Context: an optimization exercise on an open-source flow, tuned for small area. The choices shown serve that exercise and are no tape-out recipe.
Only simulation tests tie the RTL to the original design; equivalence was not proved.

// LYCALOBLOCK
module LYCALOBLOCK(
    input CLK,
    input [1023:0] DATA,
    input signed [31:0] LYCALOTHR,
    input [255:0] LYCALOMASK,
    output reg LYCALOTRG,
    output reg LYCALOORTRG,
    output reg signed [(25+4)-1:0] LYCALOQSUM
    );
clock: 4.5 ns
lec_check: 0
cap_margin: 20
core_area: 2 2 193 193
die_area: 0 0 195 195
slew_margin: 20
synth_hierarchical: 1
synth_minimum_keep_size: 0
standard.sh (not shown) runs the stock make flow with config.mk's settings and CLKGATE_MAP_FILE= SYNTH_SCRIPT=/design/flow/synth_recipe.tcl, a recipe that flattens the netlist after the stock synthesis.
==> flow/flow/run.sh <==
#!/bin/bash
# Standard ORFS layout, with single-strength port buffers, pins one track apart
# on met2/met4 (top and bottom edges) and met3 (left and right edges), global
# routing that reserves 10% of each layer instead of 20%, and a clock tree
# without dummy loads.
set -o pipefail
bash standard.sh \
  "BUFFER_PORTS_ARGS=-buffer_cell sky130_fd_sc_hd__buf_1" \
  "IO_PLACER_V=met2 met4" \
  "FASTROUTE_TCL=$PWD/flow/fastroute.tcl" \
  "PLACE_PINS_ARGS=-min_distance 1 -min_distance_in_tracks" \
  "CTS_ARGS=-sink_clustering_enable -repair_clock_nets -dont_use_dummy_load -buf_list sky130_fd_sc_hd__clkbuf_8" \
  finish > standard.log 2>&1
==> flow/flow/fastroute.tcl <==
set_global_routing_layer_adjustment $::env(MIN_ROUTING_LAYER)-$::env(MAX_ROUTING_LAYER) 0.1

set_routing_layers -clock $::env(MIN_CLK_ROUTING_LAYER)-$::env(MAX_ROUTING_LAYER)
set_routing_layers -signal $::env(MIN_ROUTING_LAYER)-$::env(MAX_ROUTING_LAYER)
The baseline aborted during 5_1_grt with GRT-0116.
Edit:
--- a/flow/flow/run.sh
+++ b/flow/flow/run.sh
@@ -3,3 +3 @@
-# on met2/met4 (top and bottom edges) and met3 (left and right edges), global
-# routing that reserves 10% of each layer instead of 20%, and a clock tree
-# without dummy loads.
+# and a clock tree without dummy loads.
@@ -9,2 +6,0 @@
-  "IO_PLACER_V=met2 met4" \
-  "FASTROUTE_TCL=$PWD/flow/fastroute.tcl" \
CORE_AREA = 2 2 218 218   (was 2 2 193 193)
CTS_BUF_LIST = sky130_fd_sc_hd__clkbuf_8   (was unset)
DIE_AREA = 0 0 220 220   (was 0 0 195 195)
removed: flow/flow/fastroute.tcl
This time the run finished with timing, DRC and antenna clean. Synthesized area is unchanged. Synthesized cell count does not change.

the baseline:
Starting RTL as in the previous note.
Settings: LEC_CHECK=0, CAP_MARGIN=20, CORE_AREA=2 2 193 193, DIE_AREA=0 0 195 195, SLEW_MARGIN=20, SYNTH_HIERARCHICAL=1, SYNTH_MINIMUM_KEEP_SIZE=0; clock period 4.5 ns.
==> flow/flow/run.sh <==
#!/bin/bash
# Standard ORFS layout, with single-strength port buffers, pins one track apart
# on met2/met4 (top and bottom edges) and met3 (left and right edges), and a
# clock tree without dummy loads.
set -o pipefail
bash standard.sh \
  "BUFFER_PORTS_ARGS=-buffer_cell sky130_fd_sc_hd__buf_1" \
  "IO_PLACER_V=met2 met4" \
  "ROUTING_LAYER_ADJUSTMENT=0.10" \
  "PLACE_PINS_ARGS=-min_distance 1 -min_distance_in_tracks" \
  "CTS_ARGS=-sink_clustering_enable -repair_clock_nets -dont_use_dummy_load -buf_list sky130_fd_sc_hd__clkbuf_8" \
  finish > standard.log 2>&1
The flow ended early for the baseline: it failed with a tool error in global routing (5_1_grt).
Here is what was changed in the inputs of the candidate compared with the baseline.
--- a/flow/flow/run.sh
+++ b/flow/flow/run.sh
@@ -7,5 +7,4 @@
   "BUFFER_PORTS_ARGS=-buffer_cell sky130_fd_sc_hd__buf_1" \
   "IO_PLACER_V=met2 met4" \
-  "ROUTING_LAYER_ADJUSTMENT=0.10" \
   "PLACE_PINS_ARGS=-min_distance 1 -min_distance_in_tracks" \
   "CTS_ARGS=-sink_clustering_enable -repair_clock_nets -dont_use_dummy_load -buf_list sky130_fd_sc_hd__clkbuf_8" \
==> run notes <==
In the summary table, the candidate is marked failed, with error GRT-0116 raised in global routing (5_1_grt). Diff the baseline..the candidate | number of sinks on the clock net | unchanged. As far as placed wire-length estimate goes, the candidate and the baseline are indistinguishable; the numbers are identical. Compared with the baseline, in the candidate number of library cell types mapped by synthesis flat, flop and latch count out of synthesis flat, y dimension of the die flat. Mean cell area of the mapped netlist came out exactly the same in the candidate and the baseline. Diff the baseline -> the candidate: synthesized area saw little to no change, number of enable-type register cells in the synthesized netlist saw little to no change, simple-gate area share of the yosys netlist saw little to no change, width of the die saw little to no change. Diff the baseline..the candidate | effective utilization at floorplan | unchanged.

-- port drivers added, routing unchanged --
In the flow no input, the clock included, has a driving cell. The finished layout below was timed again as built, in two steps. Step 1: set_driving_cell puts a clkbuf_16 on CLK and a buf_2 on each other input, an assumption about the parent block. Step 2, shift: input delay + t, output delay - t, t = (earliest + latest rising clock arrival at the registers) / 2. This alone moves slack from input paths to output paths. a / b / c = ideal ports / drivers / drivers and shift; a / b = the first two.
run: the second run of note 1
t (ns): 0.468
setup WS [ns]: 0.691 / 0.691 / 0.457
cell pins on the clock port's net: 1
After both steps setup and hold are still met in the second run of note 1. For the second run of note 1, drivers alone change the setup slack by 0.000 ns; drivers and shift together by -0.234 ns.
